Background: an optimization exercise with open tools, aiming at small area. Do not read the settings as production practice. RTL that was checked went through simulation tests only; none was proved equivalent to the original. The flow treats the clock pin as an ideal source, which a real chip does not have. Power and IR drop assume default switching activity.

==> job 9645 <==
// hex_to_decimal
module hex_to_decimal(
	input		CLK,
	input		RST,
	input		INP_VALID,
	input	[15:0]	INP_HEX_DATA,
	output reg [15:0] OUT_DEC_DATA
);
clock: 3.0 ns
lec_check: 0
cap_margin: 20
core_margin: 2
core_utilization: 40
slew_margin: 20
standard.sh (not shown) runs the stock make flow with config.mk's settings and CLKGATE_MAP_FILE= SYNTH_SCRIPT=/design/flow/synth_recipe.tcl, a recipe that flattens the netlist after the stock synthesis.
==> flow/flow/run.sh <==
#!/bin/bash
# Standard ORFS layout, with the smallest buffer on every port, logic cells
# shrunk to their smallest size after placement (the repair steps then fix
# what needs it), and a clock tree without dummy loads.
set -euo pipefail
here=$(pwd)
bash standard.sh \
  "BUFFER_PORTS_ARGS=-buffer_cell sky130_fd_sc_hd__buf_1" \
  "POST_GLOBAL_PLACE_TCL=$here/flow/downsize.tcl" \
  "CTS_ARGS=-sink_clustering_enable -repair_clock_nets -dont_use_dummy_load -buf_list sky130_fd_sc_hd__clkbuf_4 sky130_fd_sc_hd__clkbuf_8" \
  finish > make_finish.log 2>&1
==> flow/flow/downsize.tcl <==
# Swap every logic cell for the smallest cell with the same function; the
# repair steps that follow fix any slew, capacitance or timing this breaks.
proc my_downsize {} {
  set n 0
  foreach inst [get_cells *] {
    set lc [get_lib_cells -quiet -of_objects $inst]
    if {$lc eq "" || $lc eq "NULL"} { continue }
    set name [get_name $lc]
    if {[string match *dfxtp* $name] || [string match *df*tp* $name] || [string match *clkbuf* $name] || [string match *tap* $name]} { continue }
    set best $lc
    set best_area [get_property $lc area]
    if {![regexp {^(.*)_[0-9]+$} $name -> base]} { continue }
    foreach e [get_lib_cells */${base}_*] {
      if {![sta::equiv_cells $lc $e]} { continue }
      set en [get_name $e]
      if {[string match *lpflow* $en] || [string match *probe* $en] || [string match *clk* $en]} { continue }
      set a [get_property $e area]
      if {$a < $best_area - 1e-6} { set best $e; set best_area $a }
    }
    if {$best ne $lc} {
      replace_cell $inst $best
      incr n
    }
  }
  puts "my_downsize: resized $n cells"
}
my_downsize
==> job 9763: changes against job 9645 <==
==> flow/flow/run.sh (replaced) <==
#!/bin/bash
# Standard ORFS layout, with the smallest buffer on every port and a clock tree
# without dummy loads.
set -euo pipefail
bash standard.sh \
  "BUFFER_PORTS_ARGS=-buffer_cell sky130_fd_sc_hd__buf_1" \
  "CTS_ARGS=-sink_clustering_enable -repair_clock_nets -dont_use_dummy_load -buf_list sky130_fd_sc_hd__clkbuf_8" \
  finish > make_finish.log 2>&1
removed: flow/flow/downsize.tcl
==> summary.txt <==
- Job 9645 aborted during clock tree synthesis. Job 9763 finished clean.
- In area after synthesis, job 9763 and job 9645 do not differ.
- In synthesized cell count, job 9763 and job 9645 do not differ.
No functional check of the RTL was part of any run of this note.

==> inputs of job 479 <==
==> flow/design.v <==
`timescale 1ns / 10ps
module hex_to_decimal(
	CLK,
	RST,
	INP_VALID,
	INP_HEX_DATA,
	OUT_DEC_DATA
);
parameter	IDLE		=	3'b000;
parameter	FIRST_SHIFT	=	3'b001;
parameter	SHIFTING	=	3'b010;
parameter	DONE		=	3'b011;
input	CLK;
input	RST;
input	INP_VALID;
input	[15:0]	INP_HEX_DATA;
output	[15:0]	OUT_DEC_DATA;
wire 	CLK;
wire	RST;
wire	INP_VALID;
wire	[15:0]	INP_HEX_DATA;
reg	[15:0]	OUT_DEC_DATA;
reg	[15:0]	local_dec_data;
reg	[15:0]	inp_data_reg;
reg	[15:0]	inp_conv_data;
reg	[2:0]	state;
reg	[3:0]	count;
always @(*)
begin
	if(inp_conv_data[3:0] > 4'h4)
		local_dec_data[3:0]	=	inp_conv_data[3:0]	+ 4'h3;
	else
		local_dec_data[3:0]	=	inp_conv_data[3:0];
	if(inp_conv_data[7:4] > 4'h4)
		local_dec_data[7:4]	=	inp_conv_data[7:4]	+ 4'h3;
	else
		local_dec_data[7:4]	=	inp_conv_data[7:4];
	if(inp_conv_data[11:8] > 4'h4)
		local_dec_data[11:8]	=	inp_conv_data[11:8]	+ 4'h3;
	else
		local_dec_data[11:8]	=	inp_conv_data[11:8];
	if(inp_conv_data[15:12] > 4'h4)
		local_dec_data[15:12]	=	inp_conv_data[15:12]	+ 4'h3;
	else
		local_dec_data[15:12]	=	inp_conv_data[15:12];
end
always @(posedge CLK or posedge RST)
begin
	if(RST)
	begin
		OUT_DEC_DATA	<=	16'h0000;
		inp_conv_data	<=	16'h0000;
		state		<=	3'b000;
		count		<=	4'h0;
	end
	else
	begin
		case(state)
			IDLE:
			begin
				if(INP_VALID)
					state		<=	FIRST_SHIFT;
				else
					state		<=	IDLE;
				count			<=	4'hF;
			end
			FIRST_SHIFT:
			begin
				if(INP_VALID)
					state		<=	FIRST_SHIFT;
				else
				begin
					inp_conv_data	<=	{13'h0, inp_data_reg[15:13]};		
					count		<=	4'hC;
					state		<=	SHIFTING;
				end
			end
			SHIFTING:
			begin
				if(INP_VALID)
					state		<=	FIRST_SHIFT;
				else
				begin
					inp_conv_data	<=	{local_dec_data[14:0], inp_data_reg[count]};		
					count		<=	count - 4'h1;
					if(count	==	0)
						state	<=	DONE;
					else
						state	<=	SHIFTING;
				end
			end
			DONE:
			begin
				OUT_DEC_DATA		<=	inp_conv_data;
				if(INP_VALID)
					state		<=	FIRST_SHIFT;
				else
					state		<=	IDLE;
			end
			default:	state		<=	IDLE;
		endcase
	end
end
always @(posedge CLK or posedge RST)
begin
	if(RST)
	begin
		inp_data_reg	<=	16'h0000;
	end
	else
	begin
		if(INP_VALID)
			inp_data_reg	<=	INP_HEX_DATA;
		else
			inp_data_reg	<=	inp_data_reg;
	end
end
endmodule
==> flow/run.sh <==
#!/bin/bash
# synth_recipe.tcl (not shown) runs the flow's synth.tcl, then flattens the netlist and writes it again
# the make line also repeats each setting of config.mk as NAME=value (left out here)
make -C /OpenROAD-flow-scripts/flow DESIGN_CONFIG=/design/flow/config.mk WORK_HOME=/design/flow/orfs CLKGATE_MAP_FILE= SYNTH_SCRIPT=/design/flow/synth_recipe.tcl finish
==> flow/config.mk <==
export PLATFORM = sky130hd
export DESIGN_NAME = hex_to_decimal
export DESIGN_NICKNAME = hex_to_decimal
export VERILOG_FILES = /design/flow/design.v
export SDC_FILE = /design/flow/constraint.sdc
export NUM_CORES = 4
export LEC_CHECK = 0
export CAP_MARGIN = 20
export CORE_MARGIN = 2
export CORE_UTILIZATION = 40
export SLEW_MARGIN = 20
==> flow/constraint.sdc <==
create_clock -name core_clock -period 3.0 [get_ports {CLK}]
set_input_delay 0.6000 -clock core_clock [delete_from_list [all_inputs] [get_ports {CLK}]]
set_output_delay 0.6000 -clock core_clock [all_outputs]
set_load 0.01 [all_outputs]
==> job 8303 (differences from job 479) <==
==> flow/design.v (replaced) <==
module hex_to_decimal(
	input		CLK,
	input		RST,
	input		INP_VALID,
	input	[15:0]	INP_HEX_DATA,
	output reg [15:0] OUT_DEC_DATA
);
reg	[18:0]	sr_n;	 
wire	[18:0]	sr = ~sr_n;
reg	[3:0]	cnt;
wire	done = &cnt;
wire	en1 = cnt[3] | cnt[2];
wire	en2 = cnt[3];
wire	en3 = cnt[3] & cnt[2];
function [3:0] dbl;
	input [3:0] x;
	input en;
	reg c;
	begin
		c = en & (x[3] | (x[2] & (x[1] | x[0])));
		dbl[3] = x[3] | c;
		dbl[2] = c ? (x[3] & x[0]) : x[2];
		dbl[1] = c ? ~(x[1] ^ x[0]) : x[1];
		dbl[0] = x[0] ^ c;
	end
endfunction
wire	[3:0]	d0 = dbl(sr[3:0], 1'b1);
wire	[3:0]	d1 = dbl(sr[7:4], en1);
wire	[3:0]	d2 = dbl(sr[11:8], en2);
wire	[3:0]	d3 = dbl(sr[15:12], en3);
wire	[18:0]	step = {sr[17:15], d3[2:0], d2, d1, d0, sr[18]};
always @(posedge CLK)
begin
	if(INP_VALID)
		sr_n	<=	~{INP_HEX_DATA[13:0], 3'b000, INP_HEX_DATA[15:14]};
	else
		sr_n	<=	~step;
end
always @(posedge CLK or posedge RST)
begin
	if(RST)
	begin
		cnt		<=	4'h0;
		OUT_DEC_DATA	<=	16'h0000;
	end
	else
	begin
		cnt[0]	<=	INP_VALID | ((|cnt[3:1]) & ~cnt[0]);
		cnt[1]	<=	~INP_VALID & (cnt[1] ^ cnt[0]);
		cnt[2]	<=	~INP_VALID & (cnt[2] ^ (cnt[1] & cnt[0]));
		cnt[3]	<=	~INP_VALID & (cnt[3] ^ (cnt[2] & cnt[1] & cnt[0]));
		if(done)
			OUT_DEC_DATA	<=	sr[15:0];
	end
end
endmodule
==> flow/flow/run.sh (new file) <==
#!/bin/bash
# The standard ORFS layout, with three changes that only save area:
#  - synthesis maps the logic with an area-oriented ABC script (flow/area.abc);
#  - every port gets the smallest buffer, sky130_fd_sc_hd__buf_1;
#  - after global placement every logic cell is swapped for the smallest cell
#    of the same function (flow/downsize.tcl); the repair steps after it fix
#    any slew, capacitance or timing this breaks;
#  - the clock tree is built without dummy loads.
# Each tool's output stays in orfs/logs/, and make's in make_*.log here.
set -euo pipefail
here=$(pwd)
export FLOW_ABC_SCRIPT=$here/flow/area.abc
export FLOW_SYNTH_TCL=$here/synth_recipe.tcl
bash standard.sh "SYNTH_SCRIPT=$here/flow/synth.tcl" synth > make_synth.log 2>&1
bash standard.sh \
  "SYNTH_SCRIPT=$here/flow/synth.tcl" \
  "BUFFER_PORTS_ARGS=-buffer_cell sky130_fd_sc_hd__buf_1" \
  "POST_GLOBAL_PLACE_TCL=$here/flow/downsize.tcl" \
  "POST_CTS_TCL=$here/flow/downsize.tcl" \
  "CTS_ARGS=-sink_clustering_enable -repair_clock_nets -dont_use_dummy_load -buf_list {sky130_fd_sc_hd__clkbuf_4 sky130_fd_sc_hd__clkbuf_8}" \
  finish > make_finish.log 2>&1
==> flow/flow/area.abc (new file) <==
strash
&get -n
&dch -f
&nf -a -p
&put
strash
&get -n
&dch -f
&nf -a -p
&put
strash
&get -n
&dch -f
&nf -a -p
&put
==> flow/flow/downsize.tcl (new file) <==
# Swap every logic cell for the smallest cell with the same function; the
# repair steps that follow fix any slew, capacitance or timing this breaks.
proc my_downsize {} {
  set n 0
  foreach inst [get_cells *] {
    set lc [get_lib_cells -quiet -of_objects $inst]
    if {$lc eq "" || $lc eq "NULL"} { continue }
    set name [get_name $lc]
    if {[string match *dfxtp* $name] || [string match *df*tp* $name] || [string match *clkbuf* $name] || [string match *tap* $name]} { continue }
    set best $lc
    set best_area [get_property $lc area]
    if {![regexp {^(.*)_[0-9]+$} $name -> base]} { continue }
    foreach e [get_lib_cells */${base}_*] {
      if {![sta::equiv_cells $lc $e]} { continue }
      set en [get_name $e]
      if {[string match *lpflow* $en] || [string match *probe* $en] || [string match *clk* $en]} { continue }
      set a [get_property $e area]
      if {$a < $best_area - 1e-6} { set best $e; set best_area $a }
    }
    if {$best ne $lc} {
      replace_cell $inst $best
      incr n
    }
  }
  puts "my_downsize: resized $n cells"
}
my_downsize
==> flow/flow/synth.tcl (new file) <==
# The standard synthesis (synth_recipe.tcl), with the logic mapped by an
# area-oriented ABC script instead of ORFS's speed script, and no adder
# extraction. Registers are
# mapped before ABC runs, so they come out exactly as in the standard run.
proc abc {args} {
  set i [lsearch -exact $args -script]
  if {$i >= 0} {
    lset args [expr {$i + 1}] $::env(FLOW_ABC_SCRIPT)
  }
  yosys abc {*}$args
}
# Half and full adders are left to ABC too: extract_fa's picks are larger
# here than what ABC makes of the same logic.
proc extract_fa {args} {}
source $::env(FLOW_SYNTH_TCL)
==> flow/standard.sh (new file) <==
#!/bin/bash
# synth_recipe.tcl (not shown) runs the flow's synth.tcl, then flattens the netlist and writes it again
# the make line also repeats each setting of config.mk as NAME=value (left out here)
make -C /OpenROAD-flow-scripts/flow DESIGN_CONFIG=/design/flow/config.mk WORK_HOME=/design/flow/orfs CLKGATE_MAP_FILE= SYNTH_SCRIPT=/design/flow/synth_recipe.tcl "${@:-finish}"
removed: flow/run.sh
==> comparison table <==
Non-filler cells in the finished layout: job 8303 229; job 479 329
Sequential cell count: job 8303 39; job 479 54
Worst r2r src: job 8303 cnt[2]$_DFF_PP0_; job 479 state[0]$_DFF_PP0_
Multi-input logic portion of the cell area: job 8303 0.322; job 479 0.357
Met1 wire length: job 8303 1280 microns; job 479 2300 microns
Slew HR: job 8303 0.416; job 479 0.504
Reg2Reg Capture Point: job 8303 OUT_DEC_DATA[10]$_DFFE_PP0P_; job 479 count[0]$_DFFE_PP0P_
Clk latency of the worst-skew pair: job 8303 0.34 ns; job 479 0.31 ns
Leakage power total: job 8303 0.000696 uW; job 479 0.00141 uW
Chip height: job 8303 63.6 microns; job 479 84.7 microns
Time the worst path needs with I/O delays and setup: job 8303 2.07 ns; job 479 1.85 ns
Seq area share: job 8303 0.535; job 479 0.429
Capturing instance or port of the critical path: job 8303 sr_n[12]$_DFF_P_; job 479 count[0]$_DFFE_PP0P_
Xor/xnor cell area share of the yosys netlist: job 8303 0.00617; job 479 0.0101
Clock group share of total power: job 8303 0.247; job 479 0.231
Number of instances in the synthesized netlist: job 8303 143; job 479 218
FF+latch area: job 8303 881 sq um; job 479 0.00135 sq mm
Run status: job 8303 complete, no violations; job 479 complete, no violations
Worst-case register-to-register setup slack: job 8303 1.35 ns; job 479 1.15 ns
Number of filler instances in the final layout: job 8303 356; job 479 603

## separate check: timing with driven ports
The flow's constraints put no driver on any port. The routed layouts listed below were extracted and timed again, unchanged, in two steps.
Step 1: set_driving_cell puts a clkbuf_16 on CLK and a buf_2 on each other input, an assumption about the parent block.
Step 2 moves the port delays by t, midway between the first and last clock arrival at a register: inputs arrive t later, outputs are due t later. That takes back most of the time a late clock gives input paths.
Three values: no drivers, after step 1, after step 2; two values: the first two.
| run | t, ns | setup WS [ns] | slew at the worst register clock pin (ns) | worst data-port slew with drivers (ns) | cell pins on the clock port's net |
|---|---|---|---|---|---|
| job 9763 | 0.307 | 1.296 / 1.296 / 1.121 | 0.08 / 0.08 | 0.03 | 1 |
| job 479 | 0.330 | 1.153 / 1.153 / 0.902 | 0.10 / 0.10 | 0.03 | 1 |
| job 8303 | 0.355 | 0.934 / 0.930 / 0.575 | 0.11 / 0.11 | 0.03 | 1 |
After both steps setup and hold are still met in every run listed. The setup slack of job 8303, which loses most, moves by -0.004 ns with the drivers and by -0.359 ns with both steps.
